Background: an optimization exercise with open tools, aiming at small area, a short achievable clock period and few clock cycles per item. Do not read the settings as production practice. Only simulation tests tie the RTL to the original design; equivalence was not proved.

== run 1 ==
==> flow/design.v (excerpt) <==
module div_top (
  input         clk,
  input         rst,
  input         in_valid,
  output        in_ready,
  input  [63:0] dividend,
  input  [31:0] divisor,
  output        out_valid,
  output [32:0] quotient
);
For scale: ~50000 µm² of cells after synthesis.
export LEC_CHECK = 0
export ABC_AREA = 1
export CAP_MARGIN = 20
export CORE_MARGIN = 2
export CORE_UTILIZATION = 55
export CTS_BUF_LIST = sky130_fd_sc_hd__clkbuf_16
export CTS_CLUSTER_DIAMETER = 100
export CTS_CLUSTER_SIZE = 30
export SETUP_SLACK_MARGIN = 3
export SLEW_MARGIN = 20
create_clock -name core_clock -period 175.0 [get_ports {clk}]
standard.sh (not shown) runs the stock make flow with config.mk's settings and CLKGATE_MAP_FILE= SYNTH_SCRIPT=/design/flow/synth_recipe.tcl, a recipe that flattens the netlist after the stock synthesis.
==> flow/flow/run.sh <==
#!/bin/bash
# Standard layout, except that the port buffers are buf_2 cells instead of
# the default pick (a delay buffer), which shortens every input and output path.
set -e
export BUFFER_PORTS_ARGS="-buffer_cell sky130_fd_sc_hd__buf_2"
bash standard.sh > standard.log 2>&1
Testbench counts of run 1, summed over its fixed seeds: cycles 3,232, items 3,200.
[inputs] run 2 vs run 1
Settings: a change of CORE_UTILIZATION from 55 to 70; a deleted CTS_BUF_LIST that had been sky130_fd_sc_hd__clkbuf_16; a change of CTS_CLUSTER_DIAMETER from 100 to 50; a change of CTS_CLUSTER_SIZE from 30 to 10.
==> flow/run.sh (new file) <==
#!/bin/bash
# synth_recipe.tcl (not shown) runs the flow's synth.tcl, then flattens the netlist and writes it again
# the make line also repeats each setting of config.mk as NAME=value (left out here)
make -C /OpenROAD-flow-scripts/flow DESIGN_CONFIG=/design/flow/config.mk WORK_HOME=/design/flow/orfs CLKGATE_MAP_FILE= SYNTH_SCRIPT=/design/flow/synth_recipe.tcl finish
removed: flow/flow/run.sh
removed: flow/standard.sh
Results
- Run comparison: run 1 worst setup path endpoint quotient[32]; run 2 worst setup path endpoint quotient[16]
- On detailed-route wire length per cell: run 2 sits above run 1.
- Taking run 1 as the reference, in run 2 final net count shows no meaningful change; layout-stage area growth over the synthesis result increased by 2.1 points relative to the old numbers; number of setup buffers added after CTS essentially unchanged; HPWL after detailed placement lost 7000 µm; mux share of post-synthesis cell area roughly the same.
- Final cell count in run 2 is 216 lower than in run 1
- met2 routing resource usage after global routing on run 2 is up relative to run 1.
- The flow did not stop early for run 2: all stages ran, and the layout cleared the timing, design-rule and antenna checks.
Relative to run 2, the following input files were edited for run 3:
Settings: CTS_CLUSTER_DIAMETER changed from 50 to 80; CTS_BUF_LIST newly set to sky130_fd_sc_hd__clkbuf_8 sky130_fd_sc_hd__clkbuf_16; CORE_UTILIZATION changed from 70 to 55; CTS_CLUSTER_SIZE changed from 10 to 20.
## What came out
Changes observed in run 3 relative to run 2: worst setup timing slack at the placement stage higher.
As of run 3, detail-routed via count per cell had fallen by a little under 10% compared to run 2.
Inputs modified between run 3 and run 4:
Settings: a change of CTS_BUF_LIST from sky130_fd_sc_hd__clkbuf_8 sky130_fd_sc_hd__clkbuf_16 to sky130_fd_sc_hd__clkbuf_8; a change of CTS_CLUSTER_DIAMETER from 80 to 60; a change of CTS_CLUSTER_SIZE from 20 to 15.
==> flow/flow/run.sh (new file) <==
#!/bin/bash
# Standard layout, except that the port buffers are buf_2 cells instead of
# the default pick (a delay buffer), which shortens every input and output path.
set -e
export BUFFER_PORTS_ARGS="-buffer_cell sky130_fd_sc_hd__buf_2"
bash standard.sh > standard.log 2>&1
==> flow/standard.sh (new file) <==
#!/bin/bash
# synth_recipe.tcl (not shown) runs the flow's synth.tcl, then flattens the netlist and writes it again
# the make line also repeats each setting of config.mk as NAME=value (left out here)
make -C /OpenROAD-flow-scripts/flow DESIGN_CONFIG=/design/flow/config.mk WORK_HOME=/design/flow/orfs CLKGATE_MAP_FILE= SYNTH_SCRIPT=/design/flow/synth_recipe.tcl "${@:-finish}"
removed: flow/run.sh
Notes after the runs:
Clock transition at the register clock pins on the worst setup and hold paths after CTS of run 4 is on par with run 3.
Run 4 completed every stage of the flow, and the final layout passed the timing, design-rule and antenna checks.
Run 3 ran to completion and came out clean on the timing, design-rule and antenna checks.
Delta (run 4 minus run 3): register fraction of the total cell area saw an increase; clock tree cell share of total cell area saw little to no change; number of filler instances in the final layout saw an increase.
Run 4 vs run 3: clock-buffer cell count up by more than a quarter
On design area, run 3 loses to run 4.
[compare] base=run 3 new=run 4: final cell count moved up, shortest period the worst path allows moved down.
Of run 3 and run 4, the higher multi-input combinational area share belongs to run 4.

==> re-timing with driven ports <==
How much do the figures lean on ideal ports? The routed layouts below were timed once more, with nothing changed but the port constraints.
Step 1, drivers: a clkbuf_16 drives clk and a buf_2 each remaining input, both assumed.
Step 2 times the ports against the registers' clock, not the clock port: input delays grow and output delays shrink by t, the midpoint of the rising clock arrivals with the driver on.
Slacks: no drivers / after step 1 / after step 2; pairs: no drivers / after step 1.
run	shift t [ns]	slack for setup (ns)	worst hold slack (ns)	worst setup path after step 2	slew at the worst register clock pin (ns)
run 1	0.688	138.896 / 138.824 / 139.511	0.321 / 0.321 / 0.321	register to output	0.11 / 0.11
run 2	0.689	138.480 / 138.408 / 139.096	0.323 / 0.323 / 0.323	register to output	0.06 / 0.06
run 3	0.718	138.493 / 138.423 / 139.141	0.331 / 0.331 / 0.331	register to output	0.09 / 0.09
run 4	0.781	138.800 / 138.733 / 139.514	0.332 / 0.332 / 0.332	register to output	0.09 / 0.09
After both steps every run listed still meets setup and hold.
